This is an optimization exercise on Yosys and OpenROAD, whose aim is small area, a short achievable clock period and few clock cycles per item, not a production implementation.
The RTL was checked by simulation tests, not by an equivalence proof against the original design.

## cordic_final
module cordic_final (
    input  wire        clk,
    input  wire        rst_n,
    input  wire        start,
    input  wire [31:0] x_in,
    input  wire        func_select,
    output wire        busy,
    output reg         done,
    output wire [32:0] result
);
Size: roughly 4200 cells after synthesis, ~860 flip-flops, about 45000 sq um of cells after synthesis.
==> flow/config.mk <==
export PLATFORM = sky130hd
export DESIGN_NAME = cordic_final
export DESIGN_NICKNAME = cordic_final
export VERILOG_FILES = /design/flow/design.v
export SDC_FILE = /design/flow/constraint.sdc
export NUM_CORES = 4
export LEC_CHECK = 0
export CAP_MARGIN = 20
export CORE_MARGIN = 2
export CORE_UTILIZATION = 40
export SLEW_MARGIN = 20
==> flow/constraint.sdc <==
create_clock -name core_clock -period 12.0 [get_ports {clk}]
set_input_delay 2.4000 -clock core_clock [delete_from_list [all_inputs] [get_ports {clk}]]
set_output_delay 2.4000 -clock core_clock [all_outputs]
set_load 0.01 [all_outputs]
standard.sh (not shown) runs the stock make flow with config.mk's settings and CLKGATE_MAP_FILE= SYNTH_SCRIPT=/design/flow/synth_recipe.tcl, a recipe that flattens the netlist after the stock synthesis.
==> flow/flow/run.sh <==
#!/bin/bash
set -euo pipefail
bash standard.sh SETUP_SLACK_MARGIN=8.5 finish > standard_flow.log 2>&1
The baseline went through all stages and came out clean.
Testbench counts at the start, summed over its fixed seeds: cycles 2,176, items 2,048.
==> next run, changes <==
==> flow/flow/run.sh (replaced) <==
#!/bin/bash
set -euo pipefail
bash standard.sh SETUP_SLACK_MARGIN=8.2 finish > standard_flow.log 2>&1
--- a/flow/config.mk
+++ b/flow/config.mk
@@ -10 +10,3 @@
-export CORE_UTILIZATION = 40
+export CORE_UTILIZATION = 70
+export CTS_CLUSTER_DIAMETER = 80
+export CTS_CLUSTER_SIZE = 28
=> Hold slack gets better by 0.0089 ns; clock skew barely changes; final cell count is lower by roughly a tenth; core utilization is higher by 29 points.
==> next run, changes <==
--- a/flow/config.mk
+++ b/flow/config.mk
@@ -10,3 +10 @@
-export CORE_UTILIZATION = 70
-export CTS_CLUSTER_DIAMETER = 80
-export CTS_CLUSTER_SIZE = 28
+export CORE_UTILIZATION = 40
Effect: Hold slack got worse by 0.015 ns; final cell count came out higher by 15%; utilization went down by 30 points; count of clock-buffer cells in the layout came out higher by 65; setup slack is better by 0.076 ns; global-route usage decreases by 9.6 points; sequential share of layout area is lower by 1.9 points; wire length increases by 8.3%; cell area grows by 5.4%.
==> next run, changes <==
==> flow/flow/run.sh (replaced) <==
#!/bin/bash
set -euo pipefail
bash standard.sh SETUP_SLACK_MARGIN=8.35 finish > standard_flow.log 2>&1
Result: Final cell count is about the same. Final area went up slightly. Global-route usage stays flat. Wire length barely changes. Core utilization went up by 0.17 points. Synthesized cell count is unchanged.
==> next run, changes <==
==> flow/flow/run.sh (replaced) <==
#!/bin/bash
set -euo pipefail
bash standard.sh SETUP_SLACK_MARGIN=8.0 finish > standard_flow.log 2>&1
The new run passed the timing, DRC and antenna checks. Non-clock buffer count went down by 15. Worst setup slack loses 0.24 ns. Via count is lower by 0.63%.
==> next run, changes <==
==> flow/flow/run.sh (replaced) <==
#!/bin/bash
set -euo pipefail
bash standard.sh SETUP_SLACK_MARGIN=8.2 finish > standard_flow.log 2>&1
--- a/flow/config.mk
+++ b/flow/config.mk
@@ -10,0 +11,2 @@
+export CTS_CLUSTER_DIAMETER = 80
+export CTS_CLUSTER_SIZE = 35
Outcome:
- first-iteration DRC count came out lower by 4.9%
- die area does not change
- final area came out lower by 3.5%
- register-to-register slack improved by 0.20 ns
- via count came out lower by 1.5%
- wire length came out lower by 1.3%


Another version of the RTL of cordic_final (not shown whole).
Size in the first run: ~4300 cells after synthesis, roughly 44000 µm² of cells after synthesis.
==> flow/config.mk <==
export PLATFORM = sky130hd
export DESIGN_NAME = cordic_final
export DESIGN_NICKNAME = cordic_final
export VERILOG_FILES = /design/flow/design.v
export SDC_FILE = /design/flow/constraint.sdc
export NUM_CORES = 4
export LEC_CHECK = 0
export CAP_MARGIN = 20
export CORE_MARGIN = 2
export CORE_UTILIZATION = 40
export CTS_BUF_LIST = sky130_fd_sc_hd__clkbuf_8
export CTS_CLUSTER_DIAMETER = 60
export CTS_CLUSTER_SIZE = 14
export SLEW_MARGIN = 20
==> flow/constraint.sdc <==
create_clock -name core_clock -period 12.0 [get_ports {clk}]
set_input_delay 2.4000 -clock core_clock [delete_from_list [all_inputs] [get_ports {clk}]]
set_output_delay 2.4000 -clock core_clock [all_outputs]
set_load 0.01 [all_outputs]
==> flow/flow/run.sh <==
#!/bin/bash
set -euo pipefail
bash standard.sh SETUP_SLACK_MARGIN=8.65 finish > standard_flow.log 2>&1
Testbench counts at the start, summed over its fixed seeds: cycles 2,168, items 2,048.
Change:
==> flow/flow/run.sh (replaced) <==
#!/bin/bash
set -euo pipefail
bash standard.sh SETUP_SLACK_MARGIN=8.4 finish > standard_flow.log 2>&1
CTS_BUF_LIST = not set   (was sky130_fd_sc_hd__clkbuf_8)
CTS_CLUSTER_DIAMETER = 80   (was 60)
CTS_CLUSTER_SIZE = 28   (was 14)
Non-clock buffer count rises by 7. Final area stays flat. Global-route usage falls by 0.17 points. Cell count falls by 0.61%. Sequential share of layout area hardly moves. Hold slack gains 0.0077 ns. Via count falls by about 0.5%. Wire length falls by about 1%.
Change:
==> flow/flow/run.sh (replaced) <==
#!/bin/bash
set -euo pipefail
bash standard.sh SETUP_SLACK_MARGIN=8.65 finish > standard_flow.log 2>&1
CTS_CLUSTER_SIZE = 35   (was 28)
=> Setup slack improved by 0.045 ns. Design area stays flat. Global-route usage barely changes.
Change:
CTS_CLUSTER_SIZE = 22   (was 35)
After rerunning:
- The new run went through all stages and came out clean
- clock-buffer cell count increases by 13
- final area stays flat
- routed wire length is about the same
- maximum frequency came out higher by 0.57%
- die area stays the same
- first-iteration DRC count rises by about 0.6%
- final cell count stays flat
Change:
==> flow/flow/run.sh (replaced) <==
#!/bin/bash
set -euo pipefail
bash standard.sh SETUP_SLACK_MARGIN=8.5 finish > standard_flow.log 2>&1
CTS_CLUSTER_SIZE = 28   (was 22)
Effect: Cell count hardly moves. Routed wire length is lower by 0.43%. Die area is unchanged. Fmax hardly moves. Hold slack got worse by 0.0057 ns. Register-to-register slack got worse by 0.09 ns. Clock skew rises by 0.0097 ns.
Change:
==> flow/flow/run.sh (replaced) <==
#!/bin/bash
set -euo pipefail
bash standard.sh SETUP_SLACK_MARGIN=8.65 finish > standard_flow.log 2>&1
The changed run went through all stages and came out clean.
Hold slack is about the same.
Design area barely changes.
Utilization stays flat.
Via count fell slightly.
Worst setup slack gets worse by 0.0081 ns.
Wire length stays flat.
Clock-buffer cell count rose by 1.
Final cell count is about the same.
Flip-flop and latch count stays the same.
Non-clock buffer count fell by 3.


RTL: one of the versions met above, not the one the previous note started from.
Size in the first run: about 860 flip-flops, roughly 71 I/O pins.
==> flow/design.v (excerpt) <==
module cordic_final (
    input  wire        clk,
    input  wire        rst_n,
    input  wire        start,
    input  wire [31:0] x_in,
    input  wire        func_select,
    output wire        busy,
    output reg         done,
    output wire [32:0] result
);
==> flow/config.mk <==
export PLATFORM = sky130hd
export DESIGN_NAME = cordic_final
export DESIGN_NICKNAME = cordic_final
export VERILOG_FILES = /design/flow/design.v
export SDC_FILE = /design/flow/constraint.sdc
export NUM_CORES = 4
export LEC_CHECK = 0
export CAP_MARGIN = 20
export CORE_MARGIN = 2
export CORE_UTILIZATION = 40
export CTS_CLUSTER_DIAMETER = 80
export CTS_CLUSTER_SIZE = 28
export SLEW_MARGIN = 20
==> flow/constraint.sdc <==
create_clock -name core_clock -period 12.0 [get_ports {clk}]
set_input_delay 2.4000 -clock core_clock [delete_from_list [all_inputs] [get_ports {clk}]]
set_output_delay 2.4000 -clock core_clock [all_outputs]
set_load 0.01 [all_outputs]
==> flow/flow/run.sh <==
#!/bin/bash
set -euo pipefail
bash standard.sh SETUP_SLACK_MARGIN=8.2 finish > standard_flow.log 2>&1
Testbench counts at the start, summed over its fixed seeds: cycles 2,176, items 2,048.
Change:
==> flow/flow/run.sh (replaced) <==
#!/bin/bash
set -euo pipefail
bash standard.sh SETUP_SLACK_MARGIN=7.8 finish > standard_flow.log 2>&1
--- a/flow/config.mk
+++ b/flow/config.mk
@@ -9,5 +9,3 @@
 export CORE_MARGIN = 2
 export CORE_UTILIZATION = 40
-export CTS_CLUSTER_DIAMETER = 80
-export CTS_CLUSTER_SIZE = 28
 export SLEW_MARGIN = 20
After rerunning:
- worst setup slack gets worse by 0.32 ns
- first-iteration DRC count fell by about 2.3%
- area after synthesis stays the same
- die area does not change
- sequential cell count is unchanged
- design area rose by about 3%

==> re-timing with driven ports <==
How much do the figures lean on ideal ports? The routed layouts below were timed once more, with nothing changed but the port constraints. Step 1, drivers: a clkbuf_16 drives clk and a buf_2 each remaining input, both assumed. Step 2 moves the port delays by t, midway between the first and last clock arrival at a register: inputs arrive t later, outputs are due t later. That takes back most of the time a late clock gives input paths. Slacks: ideal ports / drivers / drivers and shift; pairs: ideal ports / drivers.
run | t, ns | setup WS [ns] | clock arrival spread, ns
the first run of note 1 | 0.703 | 8.311 / 8.252 / 8.186 | 0.027 / 0.028
the second run of note 1 | 0.660 | 8.236 / 8.170 / 8.144 | 0.026 / 0.026
the third run of note 1 | 0.712 | 8.311 / 8.249 / 8.156 | 0.023 / 0.024
the fourth run of note 1 | 0.704 | 8.323 / 8.261 / 8.189 | 0.030 / 0.031
the fifth run of note 1 | 0.713 | 8.084 / 8.021 / 8.155 | 0.023 / 0.024
the sixth run of note 1 | 0.673 | 8.269 / 8.210 / 8.176 | 0.027 / 0.027
the first run of note 2 | 0.756 | 8.392 / 8.334 / 8.033 | 0.042 / 0.043
the second run of note 2 | 0.661 | 8.428 / 8.369 / 8.054 | 0.031 / 0.031
the third run of note 2 | 0.683 | 8.473 / 8.404 / 8.098 | 0.047 / 0.047
the fourth run of note 2 | 0.665 | 8.492 / 8.430 / 8.094 | 0.022 / 0.021
the fifth run of note 2 | 0.671 | 8.487 / 8.423 / 8.058 | 0.034 / 0.033
the sixth run of note 2 | 0.678 | 8.479 / 8.411 / 8.099 | 0.034 / 0.034
the first run of note 3 | 0.672 | 8.265 / 8.204 / 8.171 | 0.023 / 0.024
the second run of note 3 | 0.712 | 7.950 / 7.887 / 8.071 | 0.023 / 0.023
After both steps every run listed still meets setup and hold. For the fifth run of note 2, which loses most, drivers alone change the setup slack by -0.064 ns; drivers and shift together by -0.429 ns.
